From an optimization exercise on the open Yosys and OpenROAD flow, aimed at small area and a short achievable clock period; shortcuts taken in it are not production practice. Function was checked by simulation only, so behaviour that the tests miss may differ from the original. Power and IR drop assume default switching activity.

--- run.sh ---
#!/bin/bash
# synth_recipe.tcl (not shown) runs the flow's synth.tcl, then flattens the netlist and writes it again
# the make line also repeats each setting of config.mk as NAME=value (left out here)
make -C /OpenROAD-flow-scripts/flow DESIGN_CONFIG=/design/flow/config.mk WORK_HOME=/design/flow/orfs CLKGATE_MAP_FILE= SYNTH_SCRIPT=/design/flow/synth_recipe.tcl finish
--- config.mk ---
export PLATFORM = sky130hd
export DESIGN_NAME = mmu_l1tlb_entry
export DESIGN_NICKNAME = mmu_l1tlb_entry
export VERILOG_FILES = /design/flow/design.v
export SDC_FILE = /design/flow/constraint.sdc
export NUM_CORES = 4
export LEC_CHECK = 0
export CAP_MARGIN = 20
export CORE_MARGIN = 2
export CORE_UTILIZATION = 40
export SETUP_SLACK_MARGIN = 5
export SLEW_MARGIN = 20
export SYNTH_HIERARCHICAL = 1
--- constraint.sdc ---
create_clock -name core_clock -period 12.0 [get_ports {clk}]
set_input_delay 2.4000 -clock core_clock [delete_from_list [all_inputs] [get_ports {clk}]]
set_output_delay 2.4000 -clock core_clock [all_outputs]
set_load 0.01 [all_outputs]
--- design.v ---
`timescale 1ns / 1ps
module mmu_l1tlb_entry (
    input         rstn,
    input         clk,
    output [31:0] o_normal_valid_32,
    output [ 3:0] o_super_valid_4,
    input  [28:0] i_read_contrast_29,
    output [31:0] o_hit_pte_32,
    output [ 1:0] o_hit_2,
    input  [ 4:0] i_write_position_5,
    input  [60:0] i_write_data_61,
    input  [ 1:0] i_write_en_2,
    input  [38:0] i_flush_contrast_39,
    input         i_flush_en_1
);
    wire [19:0] w_write_vpn_20;
    wire [ 8:0] w_write_asid_9;
    wire [31:0] w_write_pte_32;
    assign {w_write_vpn_20, w_write_asid_9, w_write_pte_32} = i_write_data_61;
    wire [19:0] w_flush_vpn_20;
    wire [ 8:0] w_flush_asid_9;
    wire [ 4:0] w_flush_rs1_5;
    wire [ 4:0] w_flush_rs2_5;
    assign {w_flush_rs2_5, w_flush_rs1_5, w_flush_asid_9, w_flush_vpn_20} = i_flush_contrast_39;
    wire w_flush_asid_any_1 = (w_flush_rs2_5 == 5'd0);
    wire w_flush_vpn_any_1  = (w_flush_rs1_5 == 5'd0);
    wire w_wr_normal_1 = i_write_en_2[0];
    wire w_wr_super_1  = ~i_write_en_2[0] & i_write_en_2[1];
    wire w_flush_1     = (i_write_en_2 == 2'b00) & i_flush_en_1;
    reg  [31:0] r_normal_valid_32;
    reg  [ 3:0] r_super_valid_4;
    wire [31:0] w_normal_hit_32;
    wire [ 3:0] w_super_hit_4;
    wire [31:0] w_normal_we_32;
    wire [ 3:0] w_super_we_4;
    wire [31:0] w_normal_fm_32;
    wire [ 3:0] w_super_fm_4;
    wire [36*31-1:0] w_pte_hi;
    genvar i;
    generate
        for (i = 0; i < 32; i = i + 1) begin : g_normal
            reg [28:0] r_tag_29;    
            reg [30:0] r_pte_31;    
            assign w_normal_we_32[i] = w_wr_normal_1 & (i_write_position_5 == i);
            always @(posedge clk) begin
                if (w_normal_we_32[i]) begin
                    r_tag_29 <= {w_write_asid_9, w_write_vpn_20};
                    r_pte_31 <= w_write_pte_32[31:1];
                end
            end
            tlb_flush_match #(.AW(9), .VW(20)) u_fm (
                .i_tag({r_tag_29[28:20], r_tag_29[19:0]}),
                .i_asid(w_flush_asid_9), .i_vpn(w_flush_vpn_20),
                .i_asid_any(w_flush_asid_any_1), .i_vpn_any(w_flush_vpn_any_1),
                .o_match(w_normal_fm_32[i]));
            tlb_hit #(.W(29)) u_hit (
                .i_valid(r_normal_valid_32[i]), .i_tag(r_tag_29), .i_key(i_read_contrast_29),
                .o_hit(w_normal_hit_32[i]));
            assign w_pte_hi[i*31 +: 31] = r_pte_31;
        end
        for (i = 0; i < 4; i = i + 1) begin : g_super
            reg [18:0] r_tag_19;    
            reg [30:0] r_pte_31;
            assign w_super_we_4[i] = w_wr_super_1 & (i_write_position_5 == i);
            always @(posedge clk) begin
                if (w_super_we_4[i]) begin
                    r_tag_19 <= {w_write_asid_9, w_write_vpn_20[19:10]};
                    r_pte_31 <= w_write_pte_32[31:1];
                end
            end
            tlb_flush_match #(.AW(9), .VW(10)) u_fm (
                .i_tag(r_tag_19),
                .i_asid(w_flush_asid_9), .i_vpn(w_flush_vpn_20[19:10]),
                .i_asid_any(w_flush_asid_any_1), .i_vpn_any(w_flush_vpn_any_1),
                .o_match(w_super_fm_4[i]));
            tlb_hit #(.W(19)) u_hit (
                .i_valid(r_super_valid_4[i]), .i_tag(r_tag_19), .i_key(i_read_contrast_29[28:10]),
                .o_hit(w_super_hit_4[i]));
            assign w_pte_hi[(32+i)*31 +: 31] = r_pte_31;
        end
    endgenerate
    always @(posedge clk or negedge rstn) begin
        if (!rstn) begin
            r_normal_valid_32 <= 32'b0;
            r_super_valid_4   <= 4'b0;
        end else begin
            r_normal_valid_32 <= (w_normal_we_32 & {32{w_write_pte_32[0]}}) |
                                 (~w_normal_we_32 & r_normal_valid_32 & ~({32{w_flush_1}} & w_normal_fm_32));
            r_super_valid_4   <= (w_super_we_4 & {4{w_write_pte_32[0]}}) |
                                 (~w_super_we_4 & r_super_valid_4 & ~({4{w_flush_1}} & w_super_fm_4));
        end
    end
    assign o_normal_valid_32 = r_normal_valid_32;
    assign o_super_valid_4   = r_super_valid_4;
    tlb_hit_select u_sel (
        .i_hit({w_super_hit_4, w_normal_hit_32}), .i_pte_hi(w_pte_hi),
        .o_hit_2(o_hit_2), .o_hit_pte_32(o_hit_pte_32));
endmodule
module tlb_hit #(parameter W = 29) (
    input          i_valid,
    input  [W-1:0] i_tag,
    input  [W-1:0] i_key,
    output         o_hit
);
    assign o_hit = i_valid & (i_tag == i_key);
endmodule
module tlb_flush_match #(parameter AW = 9, parameter VW = 20) (
    input  [AW+VW-1:0] i_tag,
    input  [AW-1:0]    i_asid,
    input  [VW-1:0]    i_vpn,
    input              i_asid_any,
    input              i_vpn_any,
    output             o_match
);
    assign o_match = (i_asid_any | (i_tag[AW+VW-1:VW] == i_asid)) &
                     (i_vpn_any  | (i_tag[VW-1:0] == i_vpn));
endmodule
module tlb_hit_select (
    input  [35:0]      i_hit,
    input  [36*31-1:0] i_pte_hi,
    output [ 1:0]      o_hit_2,
    output [31:0]      o_hit_pte_32
);
    wire [ 8:0] w_grp_any_9;
    wire [35:0] w_local_sel_36;
    genvar g;
    generate
        for (g = 0; g < 9; g = g + 1) begin : g_grp
            wire [3:0] h = i_hit[4*g +: 4];
            assign w_grp_any_9[g] = |h;
            assign w_local_sel_36[4*g+0] = h[0];
            assign w_local_sel_36[4*g+1] = h[1] & ~h[0];
            assign w_local_sel_36[4*g+2] = h[2] & ~(h[0] | h[1]);
            assign w_local_sel_36[4*g+3] = h[3] & ~(h[0] | h[1] | h[2]);
        end
    endgenerate
    wire [8:0] w_grp_before_9;
    assign w_grp_before_9[0] = 1'b0;
    assign w_grp_before_9[1] = w_grp_any_9[0];
    assign w_grp_before_9[2] = |w_grp_any_9[1:0];
    assign w_grp_before_9[3] = |w_grp_any_9[2:0];
    assign w_grp_before_9[4] = |w_grp_any_9[3:0];
    assign w_grp_before_9[5] = |w_grp_any_9[4:0];
    assign w_grp_before_9[6] = |w_grp_any_9[5:0];
    assign w_grp_before_9[7] = |w_grp_any_9[6:0];
    assign w_grp_before_9[8] = |w_grp_any_9[7:0];
    wire [35:0] w_sel_36;
    genvar k;
    generate
        for (k = 0; k < 36; k = k + 1) begin : g_sel
            assign w_sel_36[k] = w_local_sel_36[k] & ~w_grp_before_9[k/4];
        end
    endgenerate
    wire [30:0] r_pte_hi_31;
    tlb_pte_mux u_mux (.i_sel(w_sel_36), .i_pte_hi(i_pte_hi), .o_pte_hi(r_pte_hi_31));
    wire w_any_normal_1 = w_grp_before_9[8];
    wire w_any_super_1  = w_grp_any_9[8];
    assign o_hit_2      = {~w_any_normal_1 & w_any_super_1, w_any_normal_1};
    assign o_hit_pte_32 = {r_pte_hi_31, w_any_normal_1 | w_any_super_1};
endmodule
module tlb_pte_mux (
    input  [35:0]      i_sel,
    input  [36*31-1:0] i_pte_hi,
    output reg [30:0]  o_pte_hi
);
    integer j;
    always @(*) begin
        o_pte_hi = 31'b0;
        for (j = 0; j < 36; j = j + 1)
            o_pte_hi = o_pte_hi | ({31{i_sel[j]}} & i_pte_hi[j*31 +: 31]);
    end
endmodule
==> results of run 1 <==
[Yosys stat by module (local to each module, per instance), a selection]
module,copies in the design,flops+latches,cells,area [um2]
tlb_pte_mux,1,0,851,5820
mmu_l1tlb_entry,1,2156,2312,65700
tlb_hit_select,1,0,83,546
[sequential cells by signal, indices dropped and copies added (netlist names)]
register and cells:
g_normal.r_pte_31 992, g_normal.r_tag_29 928, g_super.r_pte_31 124, g_super.r_tag_19 76, r_normal_valid_32 32, r_super_valid_4 4
[power by group through the flow]
| stage | combinational (mW) | sequential (mW) | clock (mW) |
|---|---|---|---|
| floorplan | 0.424 | 8.60 | 0 |
| CTS | 1.26 | 8.49 | 6.58 |
| global route | 1.35 | 8.49 | 6.86 |
| finish | 1.33 | 8.49 | 6.57 |
| detailed placement | 1.15 | 8.65 | 0 |
| global placement | 1.14 | 8.65 | 0 |
[what timing repair did]
item	4_1_cts	5_1_grt
endpoints found under the setup margin	34	34
setup buffers	252	90
cloned	28	6
pin swaps	159	157
resized for setup	646	184
[path summary, 6_finish.rpt]
| check | start | end | slack [ns] |
|---|---|---|---|
| setup reg to reg | g_normal[1].r_tag_29[26] | r_normal_valid_32[1] | 9.35 |
| hold reg to reg | r_normal_valid_32[15] | r_normal_valid_32[15] | 0.76 |
| hold / removal | r_normal_valid_32[15] | r_normal_valid_32[15] | 0.76 |
| setup / recovery | i_read_contrast_29[10] | o_hit_pte_32[21] | 3.27 |
| max in group asynchronous | rstn | r_normal_valid_32[7] | 9.58 |
| min in group asynchronous | rstn | r_normal_valid_32[15] | 1.71 |
[worst max-delay path: stages]
cell and delay (ns):
sky130_fd_sc_hd__buf_16 0.14, sky130_fd_sc_hd__buf_8 0.16, sky130_fd_sc_hd__xnor2_1 0.13, sky130_fd_sc_hd__nand4_1 0.14
sky130_fd_sc_hd__nor4_4 0.08, sky130_fd_sc_hd__and4_4 0.24, sky130_fd_sc_hd__or4_4 0.49, sky130_fd_sc_hd__or3_4 0.47
sky130_fd_sc_hd__nor3_4 0.37, sky130_fd_sc_hd__and4_4 0.45, sky130_fd_sc_hd__buf_4 0.25, sky130_fd_sc_hd__buf_12 0.13
sky130_fd_sc_hd__a22oi_1 0.06, sky130_fd_sc_hd__nand4_1 0.14, sky130_fd_sc_hd__nor4_2 0.06, sky130_fd_sc_hd__nand4_1 0.33
sky130_fd_sc_hd__buf_2 0.23
[routing by layer]
metal | part of all wire | routed length, um
met5 | 0.00031 | 122
met4 | 0.065 | 25800
met3 | 0.14 | 57600
met2 | 0.43 | 171000
met1 | 0.36 | 144000
[cell type report]
class,instances,area (um2),share of cell area
multi-input cells,3699,31200,0.270
well taps,3150,3940,0.0341
diodes,21,52.6,0.000455
flip-flops and latches,2156,64600,0.559
clock buffers,282,5780,0.0500
inverters,109,418,0.00362
clock inverters,115,883,0.00764
repair buffers,791,8730,0.0755
[through the flow]
stage | area (um2) | total power, mW
5_1_grt | 116000 | 16.7
3_3_place_gp | 102000 | 9.78
3_5_place_dp | 102000 | 9.79
4_1_cts | 114000 | 16.3
6_report | 116000 | 16.4
2_1_floorplan | 94700 | 9.03
[synthesized netlist by cell type, drive strengths merged, types with 5 or more instances]
master	instances	area [um2]
clkbuf	55	206
edfxtp	2120	63700
mux2	32	360
o21ai	32	160
a21boi	32	240
nand4	456	2850
nand2b	5	31.3
nor2	117	447
o22ai	32	200
a41oi	8	70.1
and4	36	315
nor3	53	315
nand3	13	65.1
a22oi	492	3690
nor4	220	1420
xor2	524	4830
and3	6	37.5
or4	5	45.0
a31oi	64	400
a22o	33	289
inv	109	409
buf	70	344
a222oi	32	320
a221oi	37	324
dfrtp	36	901
nor3b	5	52.6
nand2	35	131
xnor2	1388	12200
[cells by family after synthesis]
logic type,after synthesis,synth area share
compound gates,766,0.0606
xor+xnor,1912,0.180
buf+inv,234,0.0101
flops,2156,0.683
mux,32,0.00381
simple gates,978,0.0629
==> reports/qor.yml, run 1 <==
outcome: "complete, no violations"
die_width_um: 490
net-switching-power_mw: 3.93
fin_ws_ns: 3.27
clock_latency_ns: 0.88
grt_overflow_total: 0
first_iter_violations: 12169
power.ir.vdd_worst_mv: 0.127
worst-path-max-fanout: 7
drv_cap: 0
synth_async_sr_flop_share: 0.0167
vias_per_cell: 6.39
core.rowCount: 178
wire_per_inst_um: 38.6
io_pins: 209
grt_util_met1: 0.427
cts-htree-levels: 4
total_clock_buffers_created_by_cts: 214
first_global_vias: 62701
initial_core_utilization: 0.402
layout_worst_path_cycle_share: 0.727
critPathCaptureType: "primary output"
ys_dominant_reg_cell: "sky130_fd_sc_hd__edfxtp_1"
numClockSinks: 2156
share_of_synthesized_area_occupied_by_flip_flops_and_latches: 0.683
initial_antenna_violation_count: 28
worst-slew-pin-transition_ns: 1.25
grt_first_pass_wirelength_um: 530000
power.switching_fraction: 0.240
synth.avg_cell_area_um2: 15.6
number_of_standard_cells_after_synthesis: 6078
clock-root-buffer: "sky130_fd_sc_hd__clkbuf_16"
rr_worst_depth: 7
place.port_buffers: 208
netlist-cell-type-count: 53
power.share.combinational: 0.081
arrival_ns: 6.33
synthesis.area_um2: 94600
routed-via-count: 65924
layout.cells.most_common: "sky130_fd_sc_hd__edfxtp_1"
mappedNetlistNets: 6217
gr-usage-all-layers: 0.320
power_frac_clock: 0.401
drt_pre_antenna_iters: 9
max-clock-path-buffers: 3
setup_viol: 0
timing.clock.skew_ns: 0.0367
setup_total_negative_slack_ns: 0
timing.critical_path.required_ns: 9.60
design.core.area_um2: 235000
final.min_clock_period_ns: 8.73
setup.worst_path.class: "input port to primary output"
met2_usage: 0.472
ys_seq_elements: 2156
internal_power_mw: 12.5
cts_tree: "built"
fillerInstances: 19918
clk_transition_reported_paths_ns: 0.06
drt.antenna.violating_nets: 0
dp_cells: 9525
detail_route.drc_violations: 0
cellLeakagePower_nw: 36.6
syn_to_final_growth_pct: 22.2
rsz_0062_raised_after_global_routing: "true"
layout-drive-gt1-share: 0.201
count_of_endpoints_failing_hold_in_the_final_timing_report: 0
postRouteWirelength_um: 398000
clock.fmax_mhz: 115
class_of_the_most_critical_hold_timing_path: "flip-flop to flip-flop"
grt_use_met3: 0.0922
grt_most_used_layer: "met2"
slew_headroom: 0.164
final_cell_count_no_fill: 10323
dp_hpwl_um: 215000
p_seq_frac: 0.518
synth_enable_flop_cells: 2120
cts_hold_repair.buffers: 0
finish.utilization: 0.491
hold_path_depth: 2
gp_congestion: 0.912
pwr_density_cell_nw_per_um2: 142
num-nets-final: 7110
die_h_um: 490
setup.worst_path.start_class: "input port"
grt_max_degree: 53
die_area_um2: 240000
maxSlewViolCount: 0
yosys_warnings: 8
most-common-layout-cells: "sky130_fd_sc_hd__edfxtp_1, sky130_fd_sc_hd__xnor2_1, sky130_fd_sc_hd__xor2_1, sky130_fd_sc_hd__nand4_1, sky130_fd_sc_hd__a22oi_1"
worst_hold_slack_ns: 0.755
post-place-ws_ns: 1.34
==> inputs of run 2 (changes only) <==
--- a/config.mk
+++ b/config.mk
@@ -9,3 +9,3 @@
 export CORE_MARGIN = 2
-export CORE_UTILIZATION = 40
+export CORE_UTILIZATION = 65
 export SETUP_SLACK_MARGIN = 5
==> run 2 against run 1 <==
Still clean on timing, DRC and antenna. Clock skew increased by 0.016 ns. Utilization grew 30 points. Die area is 38% lower. Sequential share of layout area is 1.1 points higher. First-iteration DRC count up 7.5%. Wire length down 2.9%. Worst hold slack worse by 0.0053 ns. Final cell count decreased by 12%. Sequential power barely moved. Combinational power is essentially flat.
==> reports/qor.yml, run 2 <==
postRouteWirelength_um: 387000
worst_hold_slack_ns: 0.750
drt_pre_antenna_iters: 8
mappedNetlistNets: 6217
synth_enable_flop_cells: 2120
detail_route.drc_violations: 0
layout.cells.most_common: "sky130_fd_sc_hd__edfxtp_1"
setup.worst_path.start_class: "input port"
crit_chain: "buf_16 > buf_16 > buf_12 > xnor2_2 > nand4_1 > nor4_2 > and4_4 > nor2_4 > nand3b_1 > buf_4 > or3_4 > buf_4 > nor3_4 > buf_6 > buf_12 > buf_16 > a22oi_1 > nand4_1 > nor4_4 > nand4_1 > buf_2"
die_area_um2: 149000
wire_per_inst_um: 42.8
ys_dominant_reg_cell: "sky130_fd_sc_hd__edfxtp_1"
top_regs: "g_normal.r_pte_31 x992, g_normal.r_tag_29 x928, g_super.r_pte_31 x124"
netlist-cell-type-count: 53
first_global_vias: 64119
netlist.top_cell.by_area: "sky130_fd_sc_hd__edfxtp_1"
arrival_ns: 6.40
clk_transition_reported_paths_ns: 0.06
clock.fmax_mhz: 114
clock-root-buffer: "sky130_fd_sc_hd__clkbuf_16"
max_stage_delay_ns: 0.47
synth_top_area_share: 0.673
timing.clock.skew_ns: 0.0532
worst-slew-pin-transition_ns: 1.24
final.min_clock_period_ns: 8.80
synthTopCellsByArea: "sky130_fd_sc_hd__edfxtp_1, sky130_fd_sc_hd__xnor2_1, sky130_fd_sc_hd__xor2_1"
vias_per_cell: 7.48
syn_to_final_growth_pct: 20.0
rsz_0062_raised_after_global_routing: "true"
core.rowCount: 139
drt.antenna.violating_nets: 0
setup_viol: 0
place_area_um2: 100000
synth.avg_cell_area_um2: 15.6
num-nets-final: 7072
maxSlewViolCount: 0
ys_seq_elements: 2156
die_width_um: 385
yosys_warnings: 8
dp_hpwl_um: 194000
timing.critical_path.required_ns: 9.60
setup.worst_path.class: "input port to primary output"
cts_tree: "built"
stdcell_area_um2: 113000
class_of_the_most_critical_hold_timing_path: "flip-flop to flip-flop"
power.ir.vdd_worst_mv: 0.192
grt_max_degree: 55
most-common-layout-cells: "sky130_fd_sc_hd__edfxtp_1, sky130_fd_sc_hd__xnor2_1, sky130_fd_sc_hd__xor2_1, sky130_fd_sc_hd__nand4_1, sky130_fd_sc_hd__a22oi_1"
numClockSinks: 2156
layout_worst_path_cycle_share: 0.733
largest_register_ffs: 992
first_iter_violations: 13077
initial_core_utilization: 0.657
routed-via-count: 67598
registers.top_by_ff_count: "g_normal.r_pte_31"
max-clock-path-buffers: 3
leading_cell_types_by_count_after_synthesis: "sky130_fd_sc_hd__edfxtp_1, sky130_fd_sc_hd__xnor2_1, sky130_fd_sc_hd__a22oi_1, sky130_fd_sc_hd__xor2_1, sky130_fd_sc_hd__nand4_1"
worst-path-max-fanout: 7
share_of_synthesized_area_occupied_by_flip_flops_and_latches: 0.683
slew_headroom: 0.170
number_of_standard_cells_after_synthesis: 6078
yosys.cell_count.top_type: "sky130_fd_sc_hd__edfxtp_1"
crit_path_buf_inv_count: 9
clock_latency_ns: 0.89
cellLeakagePower_nw: 36.3
die_h_um: 385
critPathCaptureType: "primary output"
grt_first_pass_wirelength_um: 512000
pwr_density_cell_nw_per_um2: 146
count_of_endpoints_failing_hold_in_the_final_timing_report: 0
synth_async_sr_flop_share: 0.0167
layout-drive-gt1-share: 0.188
design.core.area_um2: 144000
io_pins: 209
total_clock_buffers_created_by_cts: 211
grt_overflow_total: 0
cts_hold_repair.buffers: 0
worst_path_dominant_cell_family: "simple AND/OR/NAND/NOR gates"
gr-usage-all-layers: 0.512
timing.critical_path.slowest_stage_cell: "sky130_fd_sc_hd__nor4_4"
synthesis.area_um2: 94600
drv_cap: 0
gp_congestion: 0.952
outcome: "complete, no violations"
place.port_buffers: 208
initial_antenna_violation_count: 23
cts-htree-levels: 4
setup_total_negative_slack_ns: 0
run 2: repair_timing:
action	4_1_cts	5_1_grt
endpoints found under the setup margin	34	34
gates cloned	28	3
buffers inserted	245	79
resized for setup	641	132
pin swaps	143	129
run 2: worst reg2reg max path: cells and delay by family (launching register included):
family / cells / cell delay, ns
DFF: 1 / 0.43
and+or+nand+nor: 3 / 0.91
AOI/OAI and AO/OA: 3 / 0.55
xor gates and xnor gates: 1 / 0.18
run 2: final timing paths:
check	start	endpoint	slack, ns	depth (start not counted)
worst max-delay path	i_read_contrast_29[6]	o_hit_pte_32[4]	3.20	21
worst min-delay path	r_normal_valid_32[30]	r_normal_valid_32[30]	0.75	2
worst max register to register	g_normal[1].r_tag_29[26]	r_normal_valid_32[1]	9.84	7
worst min register to register	r_normal_valid_32[30]	r_normal_valid_32[30]	0.75	2
max in group asynchronous	rstn	r_normal_valid_32[20]	9.39	2
min in group asynchronous	rstn	r_normal_valid_32[29]	1.73	2
run 2: cell families (layout without fill, tap and decap cells):
kind of cell	Yosys count	in the layout	synth area share
multiplexers	32	32	0.00381
AND/OR/NAND/NOR	978	985	0.0629
flip-flops	2156	2156	0.683
AO/OA/AOI/OAI	766	766	0.0606
other	0	16	0
buffers and inverters	234	1263	0.0101
XOR/XNOR	1912	1912	0.180
run 2: cell type report:
class                   count  area, um2
clock inverters           113       1130
multi-input cells        3695      30800
fillers                  8117      30600
well taps                1903       2380
inverters                 109        418
repair buffers            760       8430
flip-flops and latches   2156      64600
clock buffers             281       5700
diodes                     16       40.0
run 2: metal layers:
layer	vias to the layer above	routed length (um)	track usage
met4	18	37500	0.377
met3	2070	68000	0.183
met2	7475	163000	0.740
li1	25343	-	-
met5	-	147	0.00130
met1	32692	118000	0.639
run 2: Yosys stat by module (local to each module, per instance), excerpt:
module,flip-flops and latches,cells,cell area (um2)
tlb_hit_select,0,83,546
tlb_pte_mux,0,851,5820
mmu_l1tlb_entry,2156,2312,65700
run 2: per-stage QoR:
step | util | worst slack [ns] | total power, mW | instances
finish | 0.788 | 3.20 | 16.5 | 9033
global route | 0.788 | 3.18 | 16.7 | 9017
CTS | 0.779 | 3.58 | 16.3 | 8934
detailed placement | 0.695 | 1.45 | 9.75 | 8267
global placement | 0.695 | 1.44 | 9.73 | 8265
floorplan | - | 4.43 | 9.03 | 6078
run 2: power breakdown:
part | internal, mW | switching (mW) | leakage, nW | total, mW
clock | 3.67 | 3.03 | 3.33 | 6.70
sequential | 8.38 | 0.0874 | 19.5 | 8.47
combinational | 0.471 | 0.865 | 13.4 | 1.34
total | 12.5 | 3.98 | 36.3 | 16.5
==> inputs of run 3 (changes only) <==
--- a/design.v
+++ b/design.v
@@ -123,4 +123,4 @@
 );
-    wire [ 8:0] w_grp_any_9;
     wire [35:0] w_local_sel_36;
+    wire [9*31-1:0] w_grp_pte;
     genvar g;
@@ -128,38 +128,62 @@
         for (g = 0; g < 9; g = g + 1) begin : g_grp
-            wire [3:0] h = i_hit[4*g +: 4];
-            assign w_grp_any_9[g] = |h;
-            assign w_local_sel_36[4*g+0] = h[0];
-            assign w_local_sel_36[4*g+1] = h[1] & ~h[0];
-            assign w_local_sel_36[4*g+2] = h[2] & ~(h[0] | h[1]);
-            assign w_local_sel_36[4*g+3] = h[3] & ~(h[0] | h[1] | h[2]);
+            tlb_grp_sel u_gs (.i_hit(i_hit[4*g +: 4]), .o_sel(w_local_sel_36[4*g +: 4]));
+            tlb_grp_mux u_gm (.i_sel(w_local_sel_36[4*g +: 4]), .i_pte_hi(i_pte_hi[4*g*31 +: 4*31]),
+                              .o_pte_hi(w_grp_pte[g*31 +: 31]));
         end
     endgenerate
-    wire [8:0] w_grp_before_9;
-    assign w_grp_before_9[0] = 1'b0;
-    assign w_grp_before_9[1] = w_grp_any_9[0];
-    assign w_grp_before_9[2] = |w_grp_any_9[1:0];
-    assign w_grp_before_9[3] = |w_grp_any_9[2:0];
-    assign w_grp_before_9[4] = |w_grp_any_9[3:0];
-    assign w_grp_before_9[5] = |w_grp_any_9[4:0];
-    assign w_grp_before_9[6] = |w_grp_any_9[5:0];
-    assign w_grp_before_9[7] = |w_grp_any_9[6:0];
-    assign w_grp_before_9[8] = |w_grp_any_9[7:0];
-    wire [35:0] w_sel_36;
+    wire [8:0] w_none_below_9;
+    tlb_none_below u_nb (.i_hit(i_hit[31:0]), .o_none(w_none_below_9));
+    wire [30:0] w_pte_hi_31;
+    tlb_top_mux u_tm (.i_pass(w_none_below_9), .i_pte_hi(w_grp_pte), .o_pte_hi(w_pte_hi_31));
+    tlb_hit_code u_hc (.i_hit(i_hit), .o_hit_2(o_hit_2), .o_any(o_hit_pte_32[0]));
+    assign o_hit_pte_32[31:1] = w_pte_hi_31;
+endmodule
+module tlb_grp_sel (
+    input  [3:0] i_hit,
+    output [3:0] o_sel
+);
+    assign o_sel[0] = i_hit[0];
+    assign o_sel[1] = i_hit[1] & ~i_hit[0];
+    assign o_sel[2] = i_hit[2] & ~(i_hit[0] | i_hit[1]);
+    assign o_sel[3] = i_hit[3] & ~(i_hit[0] | i_hit[1] | i_hit[2]);
+endmodule
+module tlb_none_below (
+    input  [31:0] i_hit,
+    output [ 8:0] o_none
+);
     genvar k;
     generate
-        for (k = 0; k < 36; k = k + 1) begin : g_sel
-            assign w_sel_36[k] = w_local_sel_36[k] & ~w_grp_before_9[k/4];
+        for (k = 0; k < 9; k = k + 1) begin : g_n
+            if (k == 0) begin : g0
+                assign o_none[k] = 1'b1;
+            end else begin : gk
+                assign o_none[k] = ~(|i_hit[4*k-1:0]);
+            end
         end
     endgenerate
-    wire [30:0] r_pte_hi_31;
-    tlb_pte_mux u_mux (.i_sel(w_sel_36), .i_pte_hi(i_pte_hi), .o_pte_hi(r_pte_hi_31));
-    wire w_any_normal_1 = w_grp_before_9[8];
-    wire w_any_super_1  = w_grp_any_9[8];
-    assign o_hit_2      = {~w_any_normal_1 & w_any_super_1, w_any_normal_1};
-    assign o_hit_pte_32 = {r_pte_hi_31, w_any_normal_1 | w_any_super_1};
 endmodule
-module tlb_pte_mux (
-    input  [35:0]      i_sel,
-    input  [36*31-1:0] i_pte_hi,
-    output reg [30:0]  o_pte_hi
+module tlb_hit_code (
+    input  [35:0] i_hit,
+    output [ 1:0] o_hit_2,
+    output        o_any
+);
+    wire w_any_normal_1 = |i_hit[31:0];
+    wire w_any_super_1  = |i_hit[35:32];
+    assign o_hit_2 = {~w_any_normal_1 & w_any_super_1, w_any_normal_1};
+    assign o_any   = w_any_normal_1 | w_any_super_1;
+endmodule
+module tlb_grp_mux (
+    input  [3:0]      i_sel,
+    input  [4*31-1:0] i_pte_hi,
+    output [30:0]     o_pte_hi
+);
+    assign o_pte_hi = ({31{i_sel[0]}} & i_pte_hi[0*31 +: 31]) |
+                      ({31{i_sel[1]}} & i_pte_hi[1*31 +: 31]) |
+                      ({31{i_sel[2]}} & i_pte_hi[2*31 +: 31]) |
+                      ({31{i_sel[3]}} & i_pte_hi[3*31 +: 31]);
+endmodule
+module tlb_top_mux (
+    input  [8:0]      i_pass,
+    input  [9*31-1:0] i_pte_hi,
+    output reg [30:0] o_pte_hi
 );
@@ -168,4 +192,4 @@
         o_pte_hi = 31'b0;
-        for (j = 0; j < 36; j = j + 1)
-            o_pte_hi = o_pte_hi | ({31{i_sel[j]}} & i_pte_hi[j*31 +: 31]);
+        for (j = 0; j < 9; j = j + 1)
+            o_pte_hi = o_pte_hi | ({31{i_pass[j]}} & i_pte_hi[j*31 +: 31]);
     end
--- a/config.mk
+++ b/config.mk
@@ -9,4 +9,7 @@
 export CORE_MARGIN = 2
-export CORE_UTILIZATION = 65
-export SETUP_SLACK_MARGIN = 5
+export CORE_UTILIZATION = 40
+export CTS_BUF_LIST = sky130_fd_sc_hd__clkbuf_16
+export CTS_CLUSTER_DIAMETER = 60
+export CTS_CLUSTER_SIZE = 20
+export SETUP_SLACK_MARGIN = 4
 export SLEW_MARGIN = 20
==> run 3 against run 2 <==
Still clean on timing, DRC and antenna. Wire length rose by 0.34%. Sequential share of layout area up 0.38 points. Via count fell by 4.3%. Design area down 0.66%. Clock-buffer cell count down 125. Utilization shrank 32 points. Worst hold slack got worse by 0.012 ns. Critical path type unchanged. Largest power group unchanged.
==> reports/qor.yml, run 3 <==
synthTopCellsByArea: "sky130_fd_sc_hd__edfxtp_1, sky130_fd_sc_hd__xnor2_1, sky130_fd_sc_hd__a22oi_1"
synth_top_area_share: 0.661
number_of_standard_cells_after_synthesis: 6342
setup.worst_path.start_class: "input port"
die_width_um: 495
layout_worst_path_cycle_share: 0.671
gr-usage-all-layers: 0.307
drv_cap: 0
slew_headroom: 0.224
yosys_warnings: 8
ys_dominant_reg_cell: "sky130_fd_sc_hd__edfxtp_1"
setup_viol: 0
design.core.area_um2: 240000
drt.antenna.violating_nets: 0
clock_latency_ns: 0.81
gp_congestion: 0.923
place.port_buffers: 208
wire_per_inst_um: 37.9
p_total_mw: 15.2
yosys.cell_count.top_type: "sky130_fd_sc_hd__edfxtp_1"
die_h_um: 495
setup.worst_path.class: "input port to primary output"
arrival_ns: 5.65
critPathCaptureType: "primary output"
numClockSinks: 2156
clock.fmax_mhz: 124
final.min_clock_period_ns: 8.05
grt_first_pass_wirelength_um: 515000
postRouteWirelength_um: 388000
initial_core_utilization: 0.401
rsz_0062_raised_after_global_routing: "true"
class_of_the_most_critical_hold_timing_path: "flip-flop to flip-flop"
netlist.top_cell.by_area: "sky130_fd_sc_hd__edfxtp_1"
num-nets-final: 7065
clk_transition_reported_paths_ns: 0.08
clock-root-buffer: "sky130_fd_sc_hd__clkbuf_16"
timing.clock.skew_ns: 0.0235
count_of_endpoints_failing_hold_in_the_final_timing_report: 0
top_regs: "g_normal.r_pte_31 x992, g_normal.r_tag_29 x928, g_super.r_pte_31 x124"
share_of_synthesized_area_occupied_by_flip_flops_and_latches: 0.670
largest_register_ffs: 992
grt_max_degree: 62
grt_overflow_total: 0
layout-drive-gt1-share: 0.152
first_iter_violations: 11246
maxSlewViolCount: 0
layout.cells.most_common: "sky130_fd_sc_hd__edfxtp_1"
synth_async_sr_flop_share: 0.0167
io_pins: 209
synth.avg_cell_area_um2: 15.2
core.rowCount: 180
vias_per_cell: 6.33
cts-htree-levels: 4
synthesis.area_um2: 96300
worst-slew-pin-transition_ns: 1.16
drt_pre_antenna_iters: 9
pwr_density_cell_nw_per_um2: 135
syn_to_final_growth_pct: 17.0
mappedNetlistNets: 6481
max-clock-path-buffers: 3
dp_hpwl_um: 206000
cts_tree: "built"
cellLeakagePower_nw: 36.2
synth_enable_flop_cells: 2120
setup_total_negative_slack_ns: 0
ys_seq_elements: 2156
cts_hold_repair.buffers: 0
power.ir.vdd_worst_mv: 0.129
detail_route.drc_violations: 0
leading_cell_types_by_count_after_synthesis: "sky130_fd_sc_hd__edfxtp_1, sky130_fd_sc_hd__xnor2_1, sky130_fd_sc_hd__a22oi_1"
timing.critical_path.required_ns: 9.60
first_global_vias: 61518
routed-via-count: 64696
netlist-cell-type-count: 53
initial_antenna_violation_count: 22
worst-path-max-fanout: 33
total_clock_buffers_created_by_cts: 151
registers.top_by_ff_count: "g_normal.r_pte_31"
outcome: "complete, no violations"
die_area_um2: 245000
most-common-layout-cells: "sky130_fd_sc_hd__edfxtp_1, sky130_fd_sc_hd__xnor2_1, sky130_fd_sc_hd__a22oi_1, sky130_fd_sc_hd__xor2_1, sky130_fd_sc_hd__nand4_1"
## run 3: changes by cell type in the layout (fill, tap and decap cells not counted), sizes merged, moves of 11 or more
cell           previous run  this run
a222oi                   32        63
a22oi                   492       589
buf                     692       459
bufbuf                    5        27
clkbuf                  287       171
clkdlybuf4s50            57        78
clkinv                   93        36
inv                     110       155
nand2                    35       282
nand3                    13        37
nand4                   456       334
nor2                    117       105
nor3                     53        42
nor4                    220       199
## run 3: final timing paths
| path | startpoint | slack (ns) | endpoint | cells past startpoint |
|---|---|---|---|---|
| max | i_read_contrast_29[27] | 3.95 | o_hit_pte_32[3] | 13 |
| min | r_super_valid_4[0] | 0.74 | r_super_valid_4[0] | 2 |
| max reg2reg | g_normal[11].r_tag_29[28] | 9.39 | r_normal_valid_32[11] | 7 |
| min reg2reg | r_super_valid_4[0] | 0.74 | r_super_valid_4[0] | 2 |
| max in group asynchronous | rstn | 9.35 | r_super_valid_4[3] | 2 |
| min in group asynchronous | rstn | 1.41 | r_normal_valid_32[28] | 1 |
## run 3: stage by stage
step	cell area (um2)	worst slack, ns	hold slack [ns]	utilization	std cells
after floorplan	96300	5.19	0.692	-	6342
after global placement	103000	2.11	0.720	0.429	9781
after detailed placement	103000	2.08	0.729	0.429	9782
after CTS	112000	3.95	0.745	0.465	10162
after global routing	113000	3.98	0.764	0.469	10216
final	113000	3.95	0.738	0.469	10227
## run 3: logic make-up after synthesis
logic type,Yosys count,synth area share
AO/OA/AOI/OAI,890,0.0718
AND/OR/NAND/NOR,1085,0.0632
flip-flops,2156,0.670
buffers and inverters,266,0.0144
multiplexers,32,0.00374
XOR/XNOR,1912,0.176
other,1,0.0000389
## run 3: cell type report
| class | instances | area (um2) |
|---|---|---|
| flip-flops and latches | 2156 | 64600 |
| multi-input cells | 3924 | 31900 |
| well taps | 3185 | 3990 |
| fillers | 20755 | 127000 |
| diodes | 11 | 27.5 |
| repair buffers | 586 | 6930 |
| clock inverters | 102 | 968 |
| clock buffers | 156 | 3900 |
| inverters | 107 | 413 |
## run 3: critical path, stage by stage
cell,delay [ns]
sky130_fd_sc_hd__buf_16,0.15
sky130_fd_sc_hd__xnor2_1,0.27
sky130_fd_sc_hd__nand4_1,0.12
sky130_fd_sc_hd__nor2_1,0.25
sky130_fd_sc_hd__and4_4,0.42
sky130_fd_sc_hd__buf_16,0.30
sky130_fd_sc_hd__nor3b_2,0.11
sky130_fd_sc_hd__buf_8,0.21
sky130_fd_sc_hd__a22oi_1,0.21
sky130_fd_sc_hd__nand2_1,0.14
sky130_fd_sc_hd__a221oi_4,0.33
sky130_fd_sc_hd__nand3_2,0.19
sky130_fd_sc_hd__clkdlybuf4s15_2,0.27
## run 3: power breakdown
part / total (mW) / leakage (nW) / switching [mW] / internal (mW)
clock network: 5.41 / 2.45 / 2.77 / 2.63
registers: 8.47 / 19.5 / 0.102 / 8.37
logic: 1.31 / 14.2 / 0.853 / 0.452
total: 15.2 / 36.2 / 3.73 / 11.5
## run 3: per-module statistics from Yosys (local to each module, per instance), excerpt
module / cells inside / times used / cell area, um2
tlb_hit_code: 15 / 1 / 103
tlb_none_below: 20 / 1 / 183
tlb_top_mux: 182 / 1 / 1560
tlb_grp_mux: 105 / 9 / 661
mmu_l1tlb_entry: 2312 / 1 / 65700
tlb_grp_sel: 4 / 9 / 36.3
## run 3: routing by layer
layer	part of all wire	vias up	wire length, um	track usage
li1	-	25500	-	-
met2	0.43	5053	168000	0.459
met5	0.00024	-	93	0
met3	0.13	1038	51400	0.0826
met4	0.065	14	25100	0.160
met1	0.37	33091	143000	0.408
## run 3: repair_timing
action	in CTS	in global routing
setup endpoints to repair	34	33
cloned	34	6
buffers inserted	88	44
pin swaps	87	86
gates resized for setup	491	121
==> inputs of run 4 (changes only) <==
--- a/design.v
+++ b/design.v
@@ -31,4 +31,4 @@
     reg  [ 3:0] r_super_valid_4;
-    wire [31:0] w_normal_hit_32;
-    wire [ 3:0] w_super_hit_4;
+    wire [31:0] w_normal_hit_n_32;
+    wire [ 3:0] w_super_hit_n_4;
     wire [31:0] w_normal_we_32;
@@ -57,3 +57,3 @@
                 .i_valid(r_normal_valid_32[i]), .i_tag(r_tag_29), .i_key(i_read_contrast_29),
-                .o_hit(w_normal_hit_32[i]));
+                .o_hit_n(w_normal_hit_n_32[i]));
             assign w_pte_hi[i*31 +: 31] = r_pte_31;
@@ -77,3 +77,3 @@
                 .i_valid(r_super_valid_4[i]), .i_tag(r_tag_19), .i_key(i_read_contrast_29[28:10]),
-                .o_hit(w_super_hit_4[i]));
+                .o_hit_n(w_super_hit_n_4[i]));
             assign w_pte_hi[(32+i)*31 +: 31] = r_pte_31;
@@ -95,3 +95,3 @@
     tlb_hit_select u_sel (
-        .i_hit({w_super_hit_4, w_normal_hit_32}), .i_pte_hi(w_pte_hi),
+        .i_hit_n({w_super_hit_n_4, w_normal_hit_n_32}), .i_pte_hi(w_pte_hi),
         .o_hit_2(o_hit_2), .o_hit_pte_32(o_hit_pte_32));
@@ -102,5 +102,5 @@
     input  [W-1:0] i_key,
-    output         o_hit
-);
-    assign o_hit = i_valid & (i_tag == i_key);
+    output         o_hit_n
+);
+    assign o_hit_n = ~(i_valid & (i_tag == i_key));
 endmodule
@@ -118,3 +118,3 @@
 module tlb_hit_select (
-    input  [35:0]      i_hit,
+    input  [35:0]      i_hit_n,
     input  [36*31-1:0] i_pte_hi,
@@ -124,8 +124,8 @@
     wire [35:0] w_local_sel_36;
-    wire [9*31-1:0] w_grp_pte;
+    wire [6*31-1:0] w_grp_pte;
     genvar g;
     generate
-        for (g = 0; g < 9; g = g + 1) begin : g_grp
-            tlb_grp_sel u_gs (.i_hit(i_hit[4*g +: 4]), .o_sel(w_local_sel_36[4*g +: 4]));
-            tlb_grp_mux u_gm (.i_sel(w_local_sel_36[4*g +: 4]), .i_pte_hi(i_pte_hi[4*g*31 +: 4*31]),
+        for (g = 0; g < 6; g = g + 1) begin : g_grp
+            tlb_grp_sel u_gs (.i_hit_n(i_hit_n[6*g +: 6]), .o_sel(w_local_sel_36[6*g +: 6]));
+            tlb_grp_mux u_gm (.i_sel(w_local_sel_36[6*g +: 6]), .i_pte_hi(i_pte_hi[6*g*31 +: 6*31]),
                               .o_pte_hi(w_grp_pte[g*31 +: 31]));
@@ -133,7 +133,7 @@
     endgenerate
-    wire [8:0] w_none_below_9;
-    tlb_none_below u_nb (.i_hit(i_hit[31:0]), .o_none(w_none_below_9));
+    wire [5:1] w_none_below_5;
+    tlb_none_below u_nb (.i_hit_n(i_hit_n[29:0]), .o_none(w_none_below_5));
     wire [30:0] w_pte_hi_31;
-    tlb_top_mux u_tm (.i_pass(w_none_below_9), .i_pte_hi(w_grp_pte), .o_pte_hi(w_pte_hi_31));
-    tlb_hit_code u_hc (.i_hit(i_hit), .o_hit_2(o_hit_2), .o_any(o_hit_pte_32[0]));
+    tlb_top_mux u_tm (.i_pass(w_none_below_5), .i_pte_hi(w_grp_pte), .o_pte_hi(w_pte_hi_31));
+    tlb_hit_code u_hc (.i_hit_n(i_hit_n), .o_hit_2(o_hit_2), .o_any(o_hit_pte_32[0]));
     assign o_hit_pte_32[31:1] = w_pte_hi_31;
@@ -141,13 +141,19 @@
 module tlb_grp_sel (
-    input  [3:0] i_hit,
-    output [3:0] o_sel
-);
-    assign o_sel[0] = i_hit[0];
-    assign o_sel[1] = i_hit[1] & ~i_hit[0];
-    assign o_sel[2] = i_hit[2] & ~(i_hit[0] | i_hit[1]);
-    assign o_sel[3] = i_hit[3] & ~(i_hit[0] | i_hit[1] | i_hit[2]);
+    input  [5:0] i_hit_n,
+    output [5:0] o_sel
+);
+    genvar k;
+    generate
+        for (k = 0; k < 6; k = k + 1) begin : g_s
+            if (k == 0) begin : g0
+                assign o_sel[k] = ~i_hit_n[0];
+            end else begin : gk
+                assign o_sel[k] = ~i_hit_n[k] & (&i_hit_n[k-1:0]);
+            end
+        end
+    endgenerate
 endmodule
 module tlb_none_below (
-    input  [31:0] i_hit,
-    output [ 8:0] o_none
+    input  [29:0] i_hit_n,
+    output [ 5:1] o_none
 );
@@ -155,8 +161,4 @@
     generate
-        for (k = 0; k < 9; k = k + 1) begin : g_n
-            if (k == 0) begin : g0
-                assign o_none[k] = 1'b1;
-            end else begin : gk
-                assign o_none[k] = ~(|i_hit[4*k-1:0]);
-            end
+        for (k = 1; k < 6; k = k + 1) begin : g_n
+            assign o_none[k] = &i_hit_n[6*k-1:0];
         end
@@ -165,3 +167,3 @@
 module tlb_hit_code (
-    input  [35:0] i_hit,
+    input  [35:0] i_hit_n,
     output [ 1:0] o_hit_2,
@@ -169,4 +171,4 @@
 );
-    wire w_any_normal_1 = |i_hit[31:0];
-    wire w_any_super_1  = |i_hit[35:32];
+    wire w_any_normal_1 = ~(&i_hit_n[31:0]);
+    wire w_any_super_1  = ~(&i_hit_n[35:32]);
     assign o_hit_2 = {~w_any_normal_1 & w_any_super_1, w_any_normal_1};
@@ -175,14 +177,4 @@
 module tlb_grp_mux (
-    input  [3:0]      i_sel,
-    input  [4*31-1:0] i_pte_hi,
-    output [30:0]     o_pte_hi
-);
-    assign o_pte_hi = ({31{i_sel[0]}} & i_pte_hi[0*31 +: 31]) |
-                      ({31{i_sel[1]}} & i_pte_hi[1*31 +: 31]) |
-                      ({31{i_sel[2]}} & i_pte_hi[2*31 +: 31]) |
-                      ({31{i_sel[3]}} & i_pte_hi[3*31 +: 31]);
-endmodule
-module tlb_top_mux (
-    input  [8:0]      i_pass,
-    input  [9*31-1:0] i_pte_hi,
+    input  [5:0]      i_sel,
+    input  [6*31-1:0] i_pte_hi,
     output reg [30:0] o_pte_hi
@@ -192,3 +184,15 @@
         o_pte_hi = 31'b0;
-        for (j = 0; j < 9; j = j + 1)
+        for (j = 0; j < 6; j = j + 1)
+            o_pte_hi = o_pte_hi | ({31{i_sel[j]}} & i_pte_hi[j*31 +: 31]);
+    end
+endmodule
+module tlb_top_mux (
+    input  [5:1]      i_pass,
+    input  [6*31-1:0] i_pte_hi,
+    output reg [30:0] o_pte_hi
+);
+    integer j;
+    always @(*) begin
+        o_pte_hi = i_pte_hi[0 +: 31];
+        for (j = 1; j < 6; j = j + 1)
             o_pte_hi = o_pte_hi | ({31{i_pass[j]}} & i_pte_hi[j*31 +: 31]);
==> run 4 against run 3 <==
Still clean on timing, DRC and antenna. Die area down 0.62%. Design area down 0.76%. Wire length up 0.23%. Global-route usage up 0.078 points. Power up 0.37%. Register-to-register slack better by 0.24 ns. Sequential share of layout area up 0.44 points. Combinational power about the same. Clock skew up 0.014 ns. Non-clock buffer count down 2. Fmax down 1.4%. Setup slack worse by 0.12 ns. Critical path type unchanged. Largest power group unchanged.
==> reports/qor.yml, run 4 <==
initial_antenna_violation_count: 23
arrival_ns: 5.76
ys_dominant_reg_cell: "sky130_fd_sc_hd__edfxtp_1"
outcome: "complete, no violations"
numClockSinks: 2156
worst-path-max-fanout: 8
yosys.cell_count.top_type: "sky130_fd_sc_hd__edfxtp_1"
layout.cells.most_common: "sky130_fd_sc_hd__edfxtp_1"
setup.worst_path.start_class: "input port"
timing.clock.skew_ns: 0.0374
drt_pre_antenna_iters: 29
rsz_0062_raised_after_global_routing: "true"
clock_latency_ns: 0.85
power.ir.vdd_worst_mv: 0.140
synthTopCellsByArea: "sky130_fd_sc_hd__edfxtp_1, sky130_fd_sc_hd__xnor2_1, sky130_fd_sc_hd__a22oi_1"
share_of_synthesized_area_occupied_by_flip_flops_and_latches: 0.675
setup_total_negative_slack_ns: 0
maxSlewViolCount: 0
hold_path_depth: 2
slew_headroom: 0.188
total_clock_buffers_created_by_cts: 150
count_of_endpoints_failing_hold_in_the_final_timing_report: 0
layout-drive-gt1-share: 0.160
io_pins: 209
routed-via-count: 65154
initial_core_utilization: 0.402
die_area_um2: 243000
mappedNetlistNets: 6355
wire_per_inst_um: 38.5
syn_to_final_growth_pct: 16.9
first_iter_violations: 11827
hold_path.startpoint: "r_normal_valid_32[22]"
drv_cap: 0
vias_per_cell: 6.44
rr_worst_depth: 7
grt_overflow_total: 0
top_regs: "g_normal.r_pte_31 x992, g_normal.r_tag_29 x928, g_super.r_pte_31 x124"
setup_viol: 0
final_cell_count_no_fill: 10112
cts_tree: "built"
leading_cell_types_by_count_after_synthesis: "sky130_fd_sc_hd__edfxtp_1, sky130_fd_sc_hd__xnor2_1, sky130_fd_sc_hd__a22oi_1"
die_h_um: 493
most-common-layout-cells: "sky130_fd_sc_hd__edfxtp_1, sky130_fd_sc_hd__xnor2_1, sky130_fd_sc_hd__a22oi_1, sky130_fd_sc_hd__xor2_1, sky130_fd_sc_hd__nand4_1"
grt_first_pass_wirelength_um: 513000
registers.top_by_ff_count: "g_normal.r_pte_31"
postRouteWirelength_um: 389000
gp_congestion: 0.923
number_of_standard_cells_after_synthesis: 6216
place.port_buffers: 208
whs_endpoint: "r_normal_valid_32[22]"
stdcell_area_um2: 112000
pwr_density_cell_nw_per_um2: 136
worst-slew-pin-transition_ns: 1.22
netlist.top_cell.by_area: "sky130_fd_sc_hd__edfxtp_1"
fin_ws_ns: 3.84
grt_max_degree: 62
largest_register_ffs: 992
max-clock-path-buffers: 3
critPathCaptureType: "primary output"
setup.worst_path.class: "input port to primary output"
clock-root-buffer: "sky130_fd_sc_hd__clkbuf_16"
multi_input_area_um2: 31300
layout_worst_path_cycle_share: 0.680
reg_to_reg_setup_timing_slack_ns: 9.63
cts-htree-levels: 4
synth_async_sr_flop_share: 0.0167
synth_enable_flop_cells: 2120
first_global_vias: 60935
cellLeakagePower_nw: 35.2
timing.rr.start: "g_normal[3].r_tag_29[28]"
synthesis.area_um2: 95700
die_width_um: 493
final.min_clock_period_ns: 8.16
dp_cells: 9664
detail_route.drc_violations: 0
fillerInstances: 20587
clk_transition_reported_paths_ns: 0.07
post-place-ws_ns: 2.06
timing.critical_path.required_ns: 9.60
ys_seq_elements: 2156
yosys_warnings: 9
clock.fmax_mhz: 123
place_area_um2: 102000
drt.antenna.violating_nets: 0
gr-usage-all-layers: 0.307
layout.area.seq_um2: 64600
netlist-cell-type-count: 51
cts_hold_repair.buffers: 0
core.rowCount: 179
class_of_the_most_critical_hold_timing_path: "flip-flop to flip-flop"
design.core.area_um2: 238000
dp_hpwl_um: 205000
synth.avg_cell_area_um2: 15.4
reg2reg_to: "r_normal_valid_32[3]"
synth_top_area_share: 0.665
num-nets-final: 6962
## run 4: cell types whose count changed after synthesis, moves of 14 or more
cell and change:
sky130_fd_sc_hd__a222oi_1 -31, sky130_fd_sc_hd__a221oi_2 -29, sky130_fd_sc_hd__nand4_1 +51, sky130_fd_sc_hd__and4_1 -30
sky130_fd_sc_hd__nand2_1 -269, sky130_fd_sc_hd__buf_2 -46, sky130_fd_sc_hd__nand3_1 +183, sky130_fd_sc_hd__a21oi_1 +31
sky130_fd_sc_hd__a22oi_2 +14, sky130_fd_sc_hd__a22o_1 -31, sky130_fd_sc_hd__buf_6 +47, sky130_fd_sc_hd__nor2_1 +24
sky130_fd_sc_hd__nor4_1 -18, sky130_fd_sc_hd__a22oi_1 +17
## run 4: layout make-up
| cell class | instances | area share |
|---|---|---|
| timing repair buffer | 584 | 0.0594 |
| multi-input combinational | 3820 | 0.280 |
| clock inverter | 103 | 0.0103 |
| tap | 3167 | 0.0354 |
| sequential | 2156 | 0.577 |
| inverter | 111 | 0.00379 |
| antenna | 20 | 0.000448 |
| clock buffer | 151 | 0.0338 |
## run 4: logic make-up after synthesis
logic type | count (synthesis) | share of synthesized area
and+or+nand+nor | 1009 | 0.0614
xor gates and xnor gates | 1912 | 0.177
buffers and inverters | 248 | 0.0165
muxes | 32 | 0.00377
AOI/OAI and AO/OA | 859 | 0.0663
DFF | 2156 | 0.675
## run 4: report_power, final
part           leakage (nW)  switching [mW]  internal [mW]
registers              19.5          0.0994           8.37
clock network          2.45            2.83           2.64
logic                  13.2           0.862          0.442
total                  35.2            3.79           11.4
## run 4: worst max path at each step
| stage | slack, ns | end | cells after the start | startpoint |
|---|---|---|---|---|
| floorplan | 5.45 | o_hit_pte_32[23] | 10 | i_read_contrast_29[2] |
| global placement | 2.03 | o_hit_pte_32[17] | 14 | i_read_contrast_29[8] |
| detailed placement | 2.06 | o_hit_pte_32[11] | 14 | i_read_contrast_29[26] |
| CTS | 3.85 | o_hit_pte_32[21] | 15 | i_read_contrast_29[26] |
| global route | 3.80 | o_hit_pte_32[2] | 17 | i_read_contrast_29[23] |
| finish | 3.84 | o_hit_pte_32[26] | 18 | i_read_contrast_29[24] |
## run 4: what timing repair did
action,in CTS,in global routing
pin swaps,76,72
setup buffers,82,53
cloned,32,5
endpoints found under the setup margin,34,31
gates resized for setup,384,164
## run 4: stage by stage
step                      total power, mW  hold WS (ns)   util
after floorplan                      9.03         0.692      -
after global placement               9.77         0.689  0.430
after detailed placement             9.79         0.733  0.430
after CTS                            15.2         0.754  0.464
after global routing                 15.5         0.830  0.470
final                                15.2         0.755  0.470
## run 4: per-layer routing
metal / track usage / vias to the layer above / wire length [um]
li1: - / 25193 / -
met1: 0.424 / 33377 / 145000
met2: 0.445 / 5525 / 164000
met3: 0.0852 / 1049 / 56900
met4: 0.154 / 10 / 23800
met5: 0 / - / 56
## run 4: critical path: stages
cell	delay [ns]
sky130_fd_sc_hd__buf_16	0.16
sky130_fd_sc_hd__buf_12	0.16
sky130_fd_sc_hd__buf_4	0.17
sky130_fd_sc_hd__xnor2_2	0.14
sky130_fd_sc_hd__nand4_1	0.15
sky130_fd_sc_hd__nor4_2	0.36
sky130_fd_sc_hd__nand4_1	0.20
sky130_fd_sc_hd__buf_6	0.20
sky130_fd_sc_hd__nand4_1	0.10
sky130_fd_sc_hd__buf_4	0.15
sky130_fd_sc_hd__nor3b_4	0.05
sky130_fd_sc_hd__clkbuf_16	0.18
sky130_fd_sc_hd__buf_12	0.15
sky130_fd_sc_hd__a22oi_1	0.16
sky130_fd_sc_hd__nand3_1	0.15
sky130_fd_sc_hd__a22oi_2	0.33
sky130_fd_sc_hd__nand3_2	0.18
sky130_fd_sc_hd__dlygate4sd2_1	0.32
## run 4: per-module statistics from Yosys (local to each module, per instance), excerpt
module / flops+latches / times used / area (um2) / cells inside
mmu_l1tlb_entry: 2156 / 1 / 65700 / 2312
tlb_grp_mux: 0 / 6 / 1030 / 142
tlb_top_mux: 0 / 1 / 895 / 139
tlb_grp_sel: 0 / 6 / 45.0 / 8
tlb_hit_code: 0 / 1 / 115 / 15
tlb_none_below: 0 / 1 / 116 / 18
==> inputs of run 5 (changes only) <==
==> flow/run.sh (new file) <==
#!/bin/bash
# Layout flow: the standard ORFS flow (standard.sh) with three changes to
# how the layout is made, none to the design or its constraints:
#  - the port buffers that buffer_ports inserts are buf_4 cells,
#  - clock tree synthesis inserts no dummy loads,
#  - the resizer may swap a cell for one with a different footprint.
# Synthesis is the standard one, run unchanged.
set -euo pipefail
bash standard.sh synth > synth_make.log 2>&1
bash standard.sh \
  MATCH_CELL_FOOTPRINT=0 \
  "BUFFER_PORTS_ARGS=-buffer_cell sky130_fd_sc_hd__buf_4" \
  "CTS_ARGS=-sink_clustering_enable -repair_clock_nets -sink_clustering_size 20 -sink_clustering_max_diameter 60 -buf_list sky130_fd_sc_hd__clkbuf_16 -dont_use_dummy_load" \
  finish > layout_make.log 2>&1
==> standard.sh (new file) <==
#!/bin/bash
# synth_recipe.tcl (not shown) runs the flow's synth.tcl, then flattens the netlist and writes it again
# the make line also repeats each setting of config.mk as NAME=value (left out here)
make -C /OpenROAD-flow-scripts/flow DESIGN_CONFIG=/design/flow/config.mk WORK_HOME=/design/flow/orfs CLKGATE_MAP_FILE= SYNTH_SCRIPT=/design/flow/synth_recipe.tcl "${@:-finish}"
removed: run.sh
==> run 5 against run 4 <==
Wire length shrank 5.8%. Flip-flop and latch count did not move. Clock power shrank 13%. Register-to-register slack worse by 0.30 ns. Clock skew grew 0.014 ns. Largest cell class unchanged. Synthesized cell count unchanged. Die area unchanged. Power decreased by 5.0%. Largest power group unchanged. Sequential share of layout area grew 1.7 points. Setup slack improved by 0.076 ns. Final cell count fell by 2.3%.
==> reports/qor.yml, run 5 <==
outcome: "complete, no violations"
setup_total_negative_slack_ns: 0
largest_register_ffs: 992
cts-htree-levels: 4
setup_viol: 0
share_of_synthesized_area_occupied_by_flip_flops_and_latches: 0.675
ys_seq_elements: 2156
wire_per_inst_um: 37.1
slew_headroom: 0.217
first_global_vias: 59512
syn_to_final_growth_pct: 13.5
clk_transition_reported_paths_ns: 0.07
place.port_buffers: 208
cts_tree: "built"
layout_worst_path_cycle_share: 0.674
worst-path-max-fanout: 31
internal_power_mw: 11.1
yosys_warnings: 9
initial_antenna_violation_count: 23
synth.avg_cell_area_um2: 15.4
grt_overflow_total: 0
initial_core_utilization: 0.402
num-nets-final: 6841
postRouteWirelength_um: 366000
mappedNetlistNets: 6355
multi_input_area_um2: 30800
total_clock_buffers_created_by_cts: 156
number_of_standard_cells_after_synthesis: 6216
synth_top_area_share: 0.665
clock-root-buffer: "sky130_fd_sc_hd__clkbuf_16"
layout-drive-gt1-share: 0.140
class_of_the_most_critical_hold_timing_path: "flip-flop to flip-flop"
gr-usage-all-layers: 0.291
yosys-mux-area-fraction: 0.00377
cellLeakagePower_nw: 33.4
final_cell_count_no_fill: 9878
yosys.cell_count.top_type: "sky130_fd_sc_hd__edfxtp_1"
worst_hold_slack_ns: 0.748
power.switching_fraction: 0.236
dp_cells: 9588
place_area_um2: 102000
drv_cap: 0
worst-slew-pin-transition_ns: 1.18
clock.fmax_mhz: 124
synthesis.area_um2: 95700
power.share.combinational: 0.085
synth_enable_flop_cells: 2120
routed-via-count: 63015
net-switching-power_mw: 3.41
pwr_density_cell_nw_per_um2: 133
drt.antenna.violating_nets: 0
layout.cells.most_common: "sky130_fd_sc_hd__edfxtp_1"
synth_top_family_by_area: "XOR/XNOR gates"
stdcell_area_um2: 109000
netlist-cell-type-count: 51
die_h_um: 493
dp_hpwl_um: 202000
fillerInstances: 20769
ys_dominant_reg_cell: "sky130_fd_sc_hd__edfxtp_1"
synthTopCellsByArea: "sky130_fd_sc_hd__edfxtp_1, sky130_fd_sc_hd__xnor2_1, sky130_fd_sc_hd__a22oi_1"
synth_compound_area_frac: 0.0663
die_area_um2: 243000
max-clock-path-buffers: 3
maxSlewViolCount: 0
critPathCaptureType: "primary output"
registers.top_by_ff_count: "g_normal.r_pte_31"
clock_latency_ns: 0.81
die_width_um: 493
vias_per_cell: 6.38
io_pins: 209
grt_max_degree: 62
core.rowCount: 179
gp_congestion: 0.911
power.ir.vdd_worst_mv: 0.138
setup.worst_path.class: "input port to primary output"
synth_async_sr_flop_share: 0.0167
synth_simple_gate_area_share: 0.0614
p_seq_frac: 0.585
count_of_endpoints_failing_hold_in_the_final_timing_report: 0
arrival_ns: 5.69
detail_route.drc_violations: 0
timing.clock.skew_ns: 0.0511
rsz_0062_raised_after_global_routing: "true"
numClockSinks: 2156
grt_first_pass_wirelength_um: 490000
first_iter_violations: 10717
synth_adder_area_share: 0
post-place-ws_ns: 2.41
timing.critical_path.required_ns: 9.60
drt_pre_antenna_iters: 24
most-common-layout-cells: "sky130_fd_sc_hd__edfxtp_1, sky130_fd_sc_hd__xnor2_1, sky130_fd_sc_hd__a22oi_1, sky130_fd_sc_hd__xor2_1, sky130_fd_sc_hd__nand4_1"
top_regs: "g_normal.r_pte_31 x992, g_normal.r_tag_29 x928, g_super.r_pte_31 x124"
leading_cell_types_by_count_after_synthesis: "sky130_fd_sc_hd__edfxtp_1, sky130_fd_sc_hd__xnor2_1, sky130_fd_sc_hd__a22oi_1"
synth_xor_xnor_area_share: 0.177
layout.area.seq_um2: 64600
fin_ws_ns: 3.91
final.min_clock_period_ns: 8.09
design.core.area_um2: 238000
netlist.top_cell.by_area: "sky130_fd_sc_hd__edfxtp_1"
power_frac_clock: 0.330
setup.worst_path.start_class: "input port"
==> run 5: cell counts after synthesis <==
No cell type changed its count.
==> run 5: repair_timing <==
action,4_1_cts,5_1_grt
endpoints found under the setup margin,34,31
endpoints found under the hold margin,0,0
resized for setup,282,151
gates cloned,7,8
pin swaps,41,45
setup buffers,77,29
hold buffers,0,0
==> run 5: path summary, 6_finish.rpt <==
check                                    startpoint                    end  slack (ns)  cells after the start
min                            r_normal_valid_32[8]   r_normal_valid_32[8]        0.75                      2
max                          i_read_contrast_29[18]        o_hit_pte_32[6]        3.91                     14
max reg2reg                g_normal[0].r_tag_29[26]   r_normal_valid_32[0]        9.33                      7
min reg2reg                    r_normal_valid_32[8]   r_normal_valid_32[8]        0.75                      2
max in group asynchronous                      rstn   r_normal_valid_32[4]        9.45                      1
min in group asynchronous                      rstn  r_normal_valid_32[23]        1.79                      1
==> run 5: cell type report <==
class / instances / share of cell area
Multi-Input combinational cell: 3817 / 0.284
Timing Repair Buffer: 460 / 0.0451
Clock buffer: 156 / 0.0359
Tap cell: 3167 / 0.0365
Sequential cell: 2156 / 0.594
Antenna cell: 11 / 0.000253
Inverter: 111 / 0.00394
==> run 5: per-layer routing <==
layer,vias up,GRT usage,part of all wire
li1,24806,-,-
met1,32528,0.411,0.39
met2,4866,0.438,0.44
met3,807,0.0652,0.13
met4,8,0.107,0.042
met5,-,0,0.00013
==> run 5: Yosys stat by module (local to each module, per instance), a selection <==
module           area [um2]  times used
mmu_l1tlb_entry       65700           1
tlb_grp_mux            1030           6
tlb_top_mux             895           1
tlb_none_below          116           1
tlb_hit_code            115           1
tlb_grp_sel            45.0           6
==> run 5: critical path: stages <==
cell,delay [ns]
sky130_fd_sc_hd__buf_12,0.31
sky130_fd_sc_hd__buf_4,0.40
sky130_fd_sc_hd__xor2_1,0.13
sky130_fd_sc_hd__nor4_1,0.41
sky130_fd_sc_hd__nand4_1,0.14
sky130_fd_sc_hd__buf_4,0.17
sky130_fd_sc_hd__buf_4,0.16
sky130_fd_sc_hd__nor3b_2,0.16
sky130_fd_sc_hd__buf_6,0.22
sky130_fd_sc_hd__a22oi_1,0.24
sky130_fd_sc_hd__nand3_1,0.19
sky130_fd_sc_hd__a22oi_1,0.22
sky130_fd_sc_hd__nand3_2,0.20
sky130_fd_sc_hd__buf_4,0.20
==> run 5: stage by stage <==
step,power [mW],util
after floorplan,9.03,-
after global placement,9.75,0.427
after detailed placement,9.76,0.427
after CTS,14.4,0.451
after global routing,14.8,0.456
final,14.5,0.457
==> run 5: logic make-up (layout without fill, tap and decap cells) <==
family	count (synthesis)	after routing
simple gates	1009	1014
mux	32	32
xor+xnor	1912	1912
compound gates	859	859
other cells	0	11
flops	2156	2156
buf+inv	248	727
==> run 5: power by group through the flow <==
stage	Combinational, mW	Clock, mW	Sequential, mW
global placement	1.12	0	8.63
CTS	1.17	4.81	8.46
floorplan	0.426	0	8.60
detailed placement	1.13	0	8.63
global route	1.25	5.05	8.47
finish	1.23	4.78	8.46

[static timing again, ports no longer ideal]
Ports are ideal in the flow. The routed layouts listed here were re-timed in OpenROAD. Step 1 sets driving cells, clkbuf_16 on the clock port and buf_2 on the other inputs (assumed; they add their load-dependent delay and slew). Step 2, shift: input delay + t, output delay - t, t = (earliest + latest rising clock arrival at the registers) / 2. This alone moves slack from input paths to output paths. Three values: ideal, step 1, step 2; two values: the first two.
run | t (ns) | setup WS [ns] | worst setup path at the end | cell pins on the clock port's net
run 1 | 0.947 | 3.271 / 3.128 / 3.128 | input to output | 1
run 2 | 0.968 | 3.201 / 2.957 / 2.957 | input to output | 1
run 3 | 0.893 | 3.953 / 3.692 / 3.692 | input to output | 1
run 4 | 0.930 | 3.837 / 3.500 / 3.500 | input to output | 1
run 5 | 0.897 | 3.912 / 3.708 / 3.708 | input to output | 1
After both steps every run listed still meets setup and hold. The setup slack of run 4, which loses most, moves by -0.337 ns with the drivers and by -0.337 ns with both steps.
